This is an optimization exercise on Yosys and OpenROAD, whose aim is small area and a short achievable clock period, not a production implementation.
No run shown here included a check of the RTL's function; only the layout flow was run.

## flow/design.v (module list and top-level ports; edited modules follow where they fit)
// module MultiTop: 20 lines
// module FA: 4 lines
// module HA: 4 lines
// module BENC: 8 lines
// module NAND2: 3 lines
// module XOR2: 3 lines
// module AND2: 3 lines
// module AO21: 3 lines
// module XNOR: 3 lines
// module PPSEL: 3 lines
// module Multi: 1189 lines
module MultiTop(
    input             clk,
    input      [31:0] a,
    input      [31:0] b,
    output reg [31:0] prod
);
  // ...
==> flow/flow/run.sh <==
#!/bin/bash
# The standard layout (the standard.sh, standard synthesis included), except that the
# buffers buffer_ports puts on every input and output port are buf_1 cells rather than the
# clkdlybuf4s50_1 delay cells it picks by default. The make output goes to standard.log;
# ORFS keeps each step's own log under orfs/logs/.
set -euo pipefail
bash standard.sh BUFFER_PORTS_ARGS="-buffer_cell sky130_fd_sc_hd__buf_1" finish > standard.log 2>&1
==> flow/standard.sh <==
#!/bin/bash
# synth_recipe.tcl (not shown) runs the flow's synth.tcl, then flattens the netlist and writes it again
# the make line also repeats each setting of config.mk as NAME=value (left out here)
make -C /OpenROAD-flow-scripts/flow DESIGN_CONFIG=/design/flow/config.mk WORK_HOME=/design/flow/orfs CLKGATE_MAP_FILE= SYNTH_SCRIPT=/design/flow/synth_recipe.tcl "${@:-finish}"
==> flow/config.mk <==
export PLATFORM = sky130hd
export DESIGN_NAME = MultiTop
export DESIGN_NICKNAME = MultiTop
export VERILOG_FILES = /design/flow/design.v
export SDC_FILE = /design/flow/constraint.sdc
export NUM_CORES = 4
export LEC_CHECK = 0
export CAP_MARGIN = 20
export CORE_MARGIN = 2
export CORE_UTILIZATION = 40
export SLEW_MARGIN = 75
export SYNTH_HIERARCHICAL = 1
export SYNTH_MINIMUM_KEEP_SIZE = 0
==> flow/constraint.sdc <==
create_clock -name core_clock -period 17.0 [get_ports {clk}]
set_input_delay 3.4000 -clock core_clock [delete_from_list [all_inputs] [get_ports {clk}]]
set_output_delay 3.4000 -clock core_clock [all_outputs]
set_load 0.01 [all_outputs]
==> run notes, run 1 <==
Setup crit start: b_q[17]$_DFF_P_
Synth Area in Compound Gates: 18.3%
TritonRoute pass-1 iters: 7
Root buffer cell: clkbuf_16
R2r worst-path depth: 18
RSZ-0062 raised after global routing: false
Post-DP Area: 14000 µm²
Sequential Area: 1980 µm²
Count leader, synth: xnor2_1
Hold Path Sink: prod[0]$_DFF_P_
FP Rows: 64
Layout clock buffers: 9
Commonest cells post-synth: xnor2_1, o22ai_1, fa_1
Gr ovfl total: 0
Seq cells: 96
Syn avg cell area: 11.0 µm²
CP Class: flop to flop
Top Usage Layer GRT: met2
# Taps: 396
Inverters: 17
Status: finished clean
First-pass GRT wire length: 55.8 mm
Crit path largest cell delay: 0.52 ns
Crit. End Element: flop
Yosys top cell area share: 32.0%
Final Worst Setup Slack: 11.25 ns
Final setup fails: 0
Max Freq: 0.174 GHz
GRT Total Usage: 21.8%
Largest area contributor in the netlist: fa_1
Commonest cells after routing, fill and taps aside: xnor2_1, o22ai_1, fa_1
Clock Latency Late Sink: 0.38 ns
Pin count of the biggest net entering global routing: 39
CP Buf/Inv Count: 3
Met3 WL: 2.63 mm
==> inputs of run 2 (changes only) <==
--- a/flow/design.v
+++ b/flow/design.v
@@ -996,124 +996,112 @@
     wire g27, p27;
     HA hgp27(.a(w350), .b(w375), .s(p27), .co(g27));
     wire g28, p28;
     HA hgp28(.a(w401), .b(w403), .s(p28), .co(g28));
     wire g29, p29;
     HA hgp29(.a(w404), .b(w431), .s(p29), .co(g29));
     wire g30, p30;
     HA hgp30(.a(w432), .b(w461), .s(p30), .co(g30));
-    wire G8_7;
-    AO21 gao8_7(.a1(p8), .a2(g7), .b1(g8), .x(G8_7));
-    wire P8_7;
-    AND2 pand8_7(.a(p8), .b(p7), .y(P8_7));
     wire G7_6;
     AO21 gao7_6(.a1(p7), .a2(g6), .b1(g7), .x(G7_6));
+    wire G9_8;
+    AO21 gao9_8(.a1(p9), .a2(g8), .b1(g9), .x(G9_8));
+    wire P9_8;
+    AND2 pand9_8(.a(p9), .b(p8), .y(P9_8));
+    wire G10_8;
+    AO21 gao10_8(.a1(p10), .a2(G9_8), .b1(g10), .x(G10_8));
+    wire P10_8;
+    AND2 pand10_8(.a(p10), .b(P9_8), .y(P10_8));
     wire G8_6;
-    AO21 gao8_6(.a1(P8_7), .a2(g6), .b1(G8_7), .x(G8_6));
-    wire G10_9;
-    AO21 gao10_9(.a1(p10), .a2(g9), .b1(g10), .x(G10_9));
-    wire P10_9;
-    AND2 pand10_9(.a(p10), .b(p9), .y(P10_9));
-    wire G11_9;
-    AO21 gao11_9(.a1(p11), .a2(G10_9), .b1(g11), .x(G11_9));
-    wire P11_9;
-    AND2 pand11_9(.a(p11), .b(P10_9), .y(P11_9));
-    wire G13_12;
-    AO21 gao13_12(.a1(p13), .a2(g12), .b1(g13), .x(G13_12));
-    wire P13_12;
-    AND2 pand13_12(.a(p13), .b(p12), .y(P13_12));
-    wire G12_9;
-    AO21 gao12_9(.a1(p12), .a2(G11_9), .b1(g12), .x(G12_9));
-    wire P12_9;
-    AND2 pand12_9(.a(p12), .b(P11_9), .y(P12_9));
-    wire G13_9;
-    AO21 gao13_9(.a1(P13_12), .a2(G11_9), .b1(G13_12), .x(G13_9));
-    wire P13_9;
-    AND2 pand13_9(.a(P13_12), .b(P11_9), .y(P13_9));
-    wire G15_14;
-    AO21 gao15_14(.a1(p15), .a2(g14), .b1(g15), .x(G15_14));
-    wire P15_14;
-    AND2 pand15_14(.a(p15), .b(p14), .y(P15_14));
-    wire G16_14;
-    AO21 gao16_14(.a1(p16), .a2(G15_14), .b1(g16), .x(G16_14));
-    wire P16_14;
-    AND2 pand16_14(.a(p16), .b(P15_14), .y(P16_14));
-    wire G14_9;
-    AO21 gao14_9(.a1(p14), .a2(G13_9), .b1(g14), .x(G14_9));
-    wire P14_9;
-    AND2 pand14_9(.a(p14), .b(P13_9), .y(P14_9));
-    wire G15_9;
-    AO21 gao15_9(.a1(P15_14), .a2(G13_9), .b1(G15_14), .x(G15_9));
-    wire P15_9;
-    AND2 pand15_9(.a(P15_14), .b(P13_9), .y(P15_9));
-    wire G16_9;
-    AO21 gao16_9(.a1(P16_14), .a2(G13_9), .b1(G16_14), .x(G16_9));
-    wire P16_9;
-    AND2 pand16_9(.a(P16_14), .b(P13_9), .y(P16_9));
+    AO21 gao8_6(.a1(p8), .a2(G7_6), .b1(g8), .x(G8_6));
     wire G9_6;
-    AO21 gao9_6(.a1(p9), .a2(G8_6), .b1(g9), .x(G9_6));
+    AO21 gao9_6(.a1(P9_8), .a2(G7_6), .b1(G9_8), .x(G9_6));
     wire G10_6;
-    AO21 gao10_6(.a1(P10_9), .a2(G8_6), .b1(G10_9), .x(G10_6));
+    AO21 gao10_6(.a1(P10_8), .a2(G7_6), .b1(G10_8), .x(G10_6));
+    wire G12_11;
+    AO21 gao12_11(.a1(p12), .a2(g11), .b1(g12), .x(G12_11));
+    wire P12_11;
+    AND2 pand12_11(.a(p12), .b(p11), .y(P12_11));
+    wire G13_11;
+    AO21 gao13_11(.a1(p13), .a2(G12_11), .b1(g13), .x(G13_11));
+    wire P13_11;
+    AND2 pand13_11(.a(p13), .b(P12_11), .y(P13_11));
+    wire G14_11;
+    AO21 gao14_11(.a1(p14), .a2(G13_11), .b1(g14), .x(G14_11));
+    wire P14_11;
+    AND2 pand14_11(.a(p14), .b(P13_11), .y(P14_11));
     wire G11_6;
-    AO21 gao11_6(.a1(P11_9), .a2(G8_6), .b1(G11_9), .x(G11_6));
+    AO21 gao11_6(.a1(p11), .a2(G10_6), .b1(g11), .x(G11_6));
     wire G12_6;
-    AO21 gao12_6(.a1(P12_9), .a2(G8_6), .b1(G12_9), .x(G12_6));
+    AO21 gao12_6(.a1(P12_11), .a2(G10_6), .b1(G12_11), .x(G12_6));
     wire G13_6;
-    AO21 gao13_6(.a1(P13_9), .a2(G8_6), .b1(G13_9), .x(G13_6));
+    AO21 gao13_6(.a1(P13_11), .a2(G10_6), .b1(G13_11), .x(G13_6));
     wire G14_6;
-    AO21 gao14_6(.a1(P14_9), .a2(G8_6), .b1(G14_9), .x(G14_6));
-    wire G15_6;
-    AO21 gao15_6(.a1(P15_9), .a2(G8_6), .b1(G15_9), .x(G15_6));
-    wire G16_6;
-    AO21 gao16_6(.a1(P16_9), .a2(G8_6), .b1(G16_9), .x(G16_6));
+    AO21 gao14_6(.a1(P14_11), .a2(G10_6), .b1(G14_11), .x(G14_6));
+    wire G16_15;
+    AO21 gao16_15(.a1(p16), .a2(g15), .b1(g16), .x(G16_15));
+    wire P16_15;
+    AND2 pand16_15(.a(p16), .b(p15), .y(P16_15));
     wire G18_17;
     AO21 gao18_17(.a1(p18), .a2(g17), .b1(g18), .x(G18_17));
     wire P18_17;
     AND2 pand18_17(.a(p18), .b(p17), .y(P18_17));
-    wire G19_17;
-    AO21 gao19_17(.a1(p19), .a2(G18_17), .b1(g19), .x(G19_17));
-    wire P19_17;
-    AND2 pand19_17(.a(p19), .b(P18_17), .y(P19_17));
-    wire G20_17;
-    AO21 gao20_17(.a1(p20), .a2(G19_17), .b1(g20), .x(G20_17));
-    wire P20_17;
-    AND2 pand20_17(.a(p20), .b(P19_17), .y(P20_17));
-    wire G22_21;
-    AO21 gao22_21(.a1(p22), .a2(g21), .b1(g22), .x(G22_21));
-    wire P22_21;
-    AND2 pand22_21(.a(p22), .b(p21), .y(P22_21));
+    wire G17_15;
+    AO21 gao17_15(.a1(p17), .a2(G16_15), .b1(g17), .x(G17_15));
+    wire P17_15;
+    AND2 pand17_15(.a(p17), .b(P16_15), .y(P17_15));
+    wire G18_15;
+    AO21 gao18_15(.a1(P18_17), .a2(G16_15), .b1(G18_17), .x(G18_15));
+    wire P18_15;
+    AND2 pand18_15(.a(P18_17), .b(P16_15), .y(P18_15));
+    wire G19_15;
+    AO21 gao19_15(.a1(p19), .a2(G18_15), .b1(g19), .x(G19_15));
+    wire P19_15;
+    AND2 pand19_15(.a(p19), .b(P18_15), .y(P19_15));
+    wire G15_6;
+    AO21 gao15_6(.a1(p15), .a2(G14_6), .b1(g15), .x(G15_6));
+    wire G16_6;
+    AO21 gao16_6(.a1(P16_15), .a2(G14_6), .b1(G16_15), .x(G16_6));
+    wire G17_6;
+    AO21 gao17_6(.a1(P17_15), .a2(G14_6), .b1(G17_15), .x(G17_6));
+    wire G18_6;
+    AO21 gao18_6(.a1(P18_15), .a2(G14_6), .b1(G18_15), .x(G18_6));
+    wire G19_6;
+    AO21 gao19_6(.a1(P19_15), .a2(G14_6), .b1(G19_15), .x(G19_6));
+    wire G21_20;
+    AO21 gao21_20(.a1(p21), .a2(g20), .b1(g21), .x(G21_20));
+    wire P21_20;
+    AND2 pand21_20(.a(p21), .b(p20), .y(P21_20));
+    wire G22_20;
+    AO21 gao22_20(.a1(p22), .a2(G21_20), .b1(g22), .x(G22_20));
+    wire P22_20;
+    AND2 pand22_20(.a(p22), .b(P21_20), .y(P22_20));
     wire G24_23;
     AO21 gao24_23(.a1(p24), .a2(g23), .b1(g24), .x(G24_23));
     wire P24_23;
     AND2 pand24_23(.a(p24), .b(p23), .y(P24_23));
-    wire G23_21;
-    AO21 gao23_21(.a1(p23), .a2(G22_21), .b1(g23), .x(G23_21));
-    wire P23_21;
-    AND2 pand23_21(.a(p23), .b(P22_21), .y(P23_21));
-    wire G24_21;
-    AO21 gao24_21(.a1(P24_23), .a2(G22_21), .b1(G24_23), .x(G24_21));
-    wire P24_21;
-    AND2 pand24_21(.a(P24_23), .b(P22_21), .y(P24_21));
-    wire G21_17;
-    AO21 gao21_17(.a1(p21), .a2(G20_17), .b1(g21), .x(G21_17));
-    wire P21_17;
-    AND2 pand21_17(.a(p21), .b(P20_17), .y(P21_17));
-    wire G22_17;
-    AO21 gao22_17(.a1(P22_21), .a2(G20_17), .b1(G22_21), .x(G22_17));
-    wire P22_17;
-    AND2 pand22_17(.a(P22_21), .b(P20_17), .y(P22_17));
-    wire G23_17;
-    AO21 gao23_17(.a1(P23_21), .a2(G20_17), .b1(G23_21), .x(G23_17));
-    wire P23_17;
-    AND2 pand23_17(.a(P23_21), .b(P20_17), .y(P23_17));
-    wire G24_17;
-    AO21 gao24_17(.a1(P24_21), .a2(G20_17), .b1(G24_21), .x(G24_17));
-    wire P24_17;
-    AND2 pand24_17(.a(P24_21), .b(P20_17), .y(P24_17));
+    wire G23_20;
+    AO21 gao23_20(.a1(p23), .a2(G22_20), .b1(g23), .x(G23_20));
+    wire P23_20;
+    AND2 pand23_20(.a(p23), .b(P22_20), .y(P23_20));
+    wire G24_20;
+    AO21 gao24_20(.a1(P24_23), .a2(G22_20), .b1(G24_23), .x(G24_20));
+    wire P24_20;
+    AND2 pand24_20(.a(P24_23), .b(P22_20), .y(P24_20));
+    wire G20_6;
+    AO21 gao20_6(.a1(p20), .a2(G19_6), .b1(g20), .x(G20_6));
+    wire G21_6;
+    AO21 gao21_6(.a1(P21_20), .a2(G19_6), .b1(G21_20), .x(G21_6));
+    wire G22_6;
+    AO21 gao22_6(.a1(P22_20), .a2(G19_6), .b1(G22_20), .x(G22_6));
+    wire G23_6;
+    AO21 gao23_6(.a1(P23_20), .a2(G19_6), .b1(G23_20), .x(G23_6));
+    wire G24_6;
+    AO21 gao24_6(.a1(P24_20), .a2(G19_6), .b1(G24_20), .x(G24_6));
     wire G26_25;
     AO21 gao26_25(.a1(p26), .a2(g25), .b1(g26), .x(G26_25));
     wire P26_25;
     AND2 pand26_25(.a(p26), .b(p25), .y(P26_25));
     wire G27_25;
     AO21 gao27_25(.a1(p27), .a2(G26_25), .b1(g27), .x(G27_25));
     wire P27_25;
     AND2 pand27_25(.a(p27), .b(P26_25), .y(P27_25));
@@ -1128,68 +1116,28 @@
     wire G29_25;
     AO21 gao29_25(.a1(p29), .a2(G28_25), .b1(g29), .x(G29_25));
     wire P29_25;
     AND2 pand29_25(.a(p29), .b(P28_25), .y(P29_25));
     wire G30_25;
     AO21 gao30_25(.a1(P30_29), .a2(G28_25), .b1(G30_29), .x(G30_25));
     wire P30_25;
     AND2 pand30_25(.a(P30_29), .b(P28_25), .y(P30_25));
-    wire G25_17;
-    AO21 gao25_17(.a1(p25), .a2(G24_17), .b1(g25), .x(G25_17));
-    wire P25_17;
-    AND2 pand25_17(.a(p25), .b(P24_17), .y(P25_17));
-    wire G26_17;
-    AO21 gao26_17(.a1(P26_25), .a2(G24_17), .b1(G26_25), .x(G26_17));
-    wire P26_17;
-    AND2 pand26_17(.a(P26_25), .b(P24_17), .y(P26_17));
-    wire G27_17;
-    AO21 gao27_17(.a1(P27_25), .a2(G24_17), .b1(G27_25), .x(G27_17));
-    wire P27_17;
-    AND2 pand27_17(.a(P27_25), .b(P24_17), .y(P27_17));
-    wire G28_17;
-    AO21 gao28_17(.a1(P28_25), .a2(G24_17), .b1(G28_25), .x(G28_17));
-    wire P28_17;
-    AND2 pand28_17(.a(P28_25), .b(P24_17), .y(P28_17));
-    wire G29_17;
-    AO21 gao29_17(.a1(P29_25), .a2(G24_17), .b1(G29_25), .x(G29_17));
-    wire P29_17;
-    AND2 pand29_17(.a(P29_25), .b(P24_17), .y(P29_17));
-    wire G30_17;
-    AO21 gao30_17(.a1(P30_25), .a2(G24_17), .b1(G30_25), .x(G30_17));
-    wire P30_17;
-    AND2 pand30_17(.a(P30_25), .b(P24_17), .y(P30_17));
-    wire G17_6;
-    AO21 gao17_6(.a1(p17), .a2(G16_6), .b1(g17), .x(G17_6));
-    wire G18_6;
-    AO21 gao18_6(.a1(P18_17), .a2(G16_6), .b1(G18_17), .x(G18_6));
-    wire G19_6;
-    AO21 gao19_6(.a1(P19_17), .a2(G16_6), .b1(G19_17), .x(G19_6));
-    wire G20_6;
-    AO21 gao20_6(.a1(P20_17), .a2(G16_6), .b1(G20_17), .x(G20_6));
-    wire G21_6;
-    AO21 gao21_6(.a1(P21_17), .a2(G16_6), .b1(G21_17), .x(G21_6));
-    wire G22_6;
-    AO21 gao22_6(.a1(P22_17), .a2(G16_6), .b1(G22_17), .x(G22_6));
-    wire G23_6;
-    AO21 gao23_6(.a1(P23_17), .a2(G16_6), .b1(G23_17), .x(G23_6));
-    wire G24_6;
-    AO21 gao24_6(.a1(P24_17), .a2(G16_6), .b1(G24_17), .x(G24_6));
     wire G25_6;
-    AO21 gao25_6(.a1(P25_17), .a2(G16_6), .b1(G25_17), .x(G25_6));
+    AO21 gao25_6(.a1(p25), .a2(G24_6), .b1(g25), .x(G25_6));
     wire G26_6;
-    AO21 gao26_6(.a1(P26_17), .a2(G16_6), .b1(G26_17), .x(G26_6));
+    AO21 gao26_6(.a1(P26_25), .a2(G24_6), .b1(G26_25), .x(G26_6));
     wire G27_6;
-    AO21 gao27_6(.a1(P27_17), .a2(G16_6), .b1(G27_17), .x(G27_6));
+    AO21 gao27_6(.a1(P27_25), .a2(G24_6), .b1(G27_25), .x(G27_6));
     wire G28_6;
-    AO21 gao28_6(.a1(P28_17), .a2(G16_6), .b1(G28_17), .x(G28_6));
+    AO21 gao28_6(.a1(P28_25), .a2(G24_6), .b1(G28_25), .x(G28_6));
     wire G29_6;
-    AO21 gao29_6(.a1(P29_17), .a2(G16_6), .b1(G29_17), .x(G29_6));
+    AO21 gao29_6(.a1(P29_25), .a2(G24_6), .b1(G29_25), .x(G29_6));
     wire G30_6;
-    AO21 gao30_6(.a1(P30_17), .a2(G16_6), .b1(G30_17), .x(G30_6));
+    AO21 gao30_6(.a1(P30_25), .a2(G24_6), .b1(G30_25), .x(G30_6));
     assign prod[6] = p6;
     XOR2 sx7(.a(p7), .b(g6), .y(prod[7]));
     XOR2 sx8(.a(p8), .b(G7_6), .y(prod[8]));
     XOR2 sx9(.a(p9), .b(G8_6), .y(prod[9]));
     XOR2 sx10(.a(p10), .b(G9_6), .y(prod[10]));
     XOR2 sx11(.a(p11), .b(G10_6), .y(prod[11]));
     XOR2 sx12(.a(p12), .b(G11_6), .y(prod[12]));
     XOR2 sx13(.a(p13), .b(G12_6), .y(prod[13]));
==> run 2 against run 1 <==
Effect of this change:
- still clean
- first-iteration DRC count is 6.5% lower
- clock skew is 0.0014 ns lower
- sequential share of layout area is 0.24 points higher
- maximum frequency is 2.4% higher
- critical path depth stayed put
- count of clock-buffer cells in the layout is 3 higher
- critical endpoint is now prod[30]$_DFF_P_
==> run notes, run 2 <==
Most common flop cell mapped by yosys: dfxtp_1
Post-CTS Setup Repair Bufs: 0
RePlAce Congestion: 0.889
Syn Nets: 1438
First-pass GRT wire length: 54.8 mm (-1.7%)
Clock Latency Late Sink: 0.38 ns (about the same)
Final ANT Viol Nets: 0
Cts bufs inserted: 9
Yosys warning count: 7
Gr ovfl total: 0 (unchanged)
WL/cell: 20.7 µm
Commonest non-fill, non-tap cell in the layout: xnor2_1
Min-delay worst type: flop to flop
Max Freq: 0.178 GHz (+2.4%)
Crit. End Element: flop
Final Cycle Share: 33.0%
CTS clk-pin slew, worst paths: 0.07 ns
Final setup fails: 0 (unchanged)
CP Launch Type: flop
Number of max-cap violations: 0
Worst-Margin Slew: 0.364 ns
Count leader, synth: xnor2_1
Full die area: 32500 µm²
Commonest cells after routing, fill and taps aside: xnor2_1, o22ai_1, fa_1
Core Area: 30600 µm²
Initial antenna violation count: 0
Post-DP HPWL: 26.8 mm
TritonRoute pass-1 iters: 7 (unchanged)
CP Cell Sequence: buf_6 > buf_12 > xor2_1 > nand2_4 > o22ai_1 > fa_1 > fa_1 > fa_1 > fa_1 > fa_1 > ha_1 > ha_1 > a21o_1 > a21o_1 > a21o_1 > a21o_1 > a21o_1 > xor2_1
Slowest cell on crit path: fa_1
CTS H-tree lvls: 3
Synth unique cells: 13
Setup TNS: 0 ns
Crit path largest cell delay: 0.54 ns (+0.02 ns)
Clock sinks: 96
Ant. Diodes: 0
Die width: 180 µm
Worst Path Arrival: 5.88 ns
RSZ-0062 raised after global routing: false
Fraction of layout instances using a drive strength above 1: 9.62%
Pin count of the biggest net entering global routing: 35 (-10%)
Slew HR: 75.6%
Fillers: 2918
DRT iter0 DRCs: 696
Post-route DRC: 0
Vias: 9570
Max FO, Critical Path: 24
Status: finished clean
Worst Skew: 0.0104 ns
Critical Path RT: 17.27 ns
Final WL: 34.5 mm
Largest cells by area after synthesis: fa_1, xnor2_1, dfxtp_1, o22ai_1, ha_1
Commonest cells post-synth: xnor2_1, o22ai_1, fa_1
IO buf count: 96
CP Class: flop to flop
Starting Density: 40.6%
Final hold viol count: 0
Yosys top cell area share: 32.4% (+0.46 points)
CTS Hold Bufs: 0
Clock Path Buffers: 2
# IOs: 97
GRT Total Usage: 21.5% (-0.30 points)
Minimum clock period: 5.61 ns
Largest regs: a_q (32), b_q (32), prod (32)
Cts repair resizes: 0
Syn avg cell area: 11.1 µm² (+0.87%)
CP Buf/Inv Count: 2 (-1)
Root buffer cell: clkbuf_16
CTS tree: done
Post-Synthesis Cells: 1117
Via density: 5.75
Synthesized flop and latch total: 96
Vias in the first global route: 9783
FP Rows: 64 (unchanged)
Critical path's top delay family: adder cells
Largest area contributor in the netlist: fa_1
Ys async rst share: 0%
Sequential-to-total area share from yosys stat: 15.5%
EDFF count, synth: 0
Chip height: 180 µm
Nets: 1584
Post-route core utilization: 46.6%
Layout area overhead: 14.8%
Synthesized cell area: 12400 µm²
Count of pins over their slew limit: 0
[run 2: final cells by class]
| class | instances | area, µm² | share of cell area [%] |
|---|---|---|---|
| Inverter | 17 | 66.3 | 0.465 |
| Sequential cell | 96 | 1990 | 14.0 |
| Multi-Input combinational cell | 997 | 10600 | 74.0 |
| Timing Repair Buffer | 142 | 836 | 5.86 |
| Clock inverter | 4 | 32.5 | 0.228 |
| Tap cell | 396 | 495 | 3.48 |
| Clock buffer | 12 | 279 | 1.96 |
[run 2: final timing paths]
| check | from | end | slack, ns | depth (start not counted) |
|---|---|---|---|---|
| setup / recovery | b_q[9]$_DFF_P_ | prod[30]$_DFF_P_ | 11.39 | 18 |
| hold / removal | b_q[1]$_DFF_P_ | prod[0]$_DFF_P_ | 0.69 | 1 |
| setup reg to reg | b_q[9]$_DFF_P_ | prod[30]$_DFF_P_ | 11.39 | 18 |
| hold reg to reg | b_q[1]$_DFF_P_ | prod[0]$_DFF_P_ | 0.69 | 1 |
[run 2: metrics by stage]
stage          worst slack, ns  cell area [µm²]  hold slack (ns)  instances
6_report                 11.39            14300            0.691       1664
5_1_grt                  11.20            14300            0.717       1664
4_1_cts                  11.44            14200            0.692       1661
3_5_place_dp             11.45            13900            0.683       1645
3_3_place_gp             10.77            13400            0.908       1625
2_1_floorplan            10.42            12400            0.920       1117
[run 2: layer usage]
metal,track usage (%),vias up,part of all wire [%]
li1,-,4344,-
met4,7.19,0,2.7
met5,0,-,0
met2,35.3,404,47
met3,4.63,67,7.4
met1,28.4,4755,43
[run 2: kinds of logic (layout without fill, tap and decap cells)]
| kind of cell | count (synthesis) | count (layout) | share of synthesized area (%) |
|---|---|---|---|
| and+or+nand+nor | 37 | 37 | 1.56 |
| xor gates and xnor gates | 372 | 372 | 26.3 |
| AOI/OAI and AO/OA | 332 | 332 | 17.8 |
| buffers and inverters | 24 | 175 | 0.938 |
| DFF | 96 | 96 | 15.5 |
| adders and majority gates | 256 | 256 | 38.0 |
[run 2: per-module statistics from Yosys, one instance, submodules excluded]
module,cells inside,flip-flops and latches,copies in the design,cell area (µm²)
AO21,1,0,45,7.51
AND2,1,0,21,6.26
Multi,25,0,1,123
PPSEL,1,0,272,6.26
FA,1,0,201,20.0
HA,1,0,55,12.5
BENC,1,0,15,11.3
XOR2,1,0,70,8.76
XNOR,1,0,302,8.76
NAND2,1,0,15,3.75
MultiTop,96,96,1,1920

what the ideal ports hide:
Ports are ideal in the flow. The routed layouts listed here were re-timed in OpenROAD. Step 1: set_driving_cell puts a clkbuf_16 on clk and a buf_2 on each other input, an assumption about the parent block. Step 2 adds t to the input delays and takes it off the output delays; t is the mean of the earliest and latest rising clock arrival at the registers after step 1. Input paths then give back, and output paths get back, about the clock's delay inside the block. Slacks: no drivers / after step 1 / after step 2; pairs: no drivers / after step 1.
run | t (ns) | setup WS [ns] | worst setup path at the end
run 1 | 0.426 | 11.253 / 11.253 / 11.253 | register to register
run 2 | 0.425 | 11.388 / 11.388 / 11.388 | register to register
After both steps every run listed still meets setup and hold.
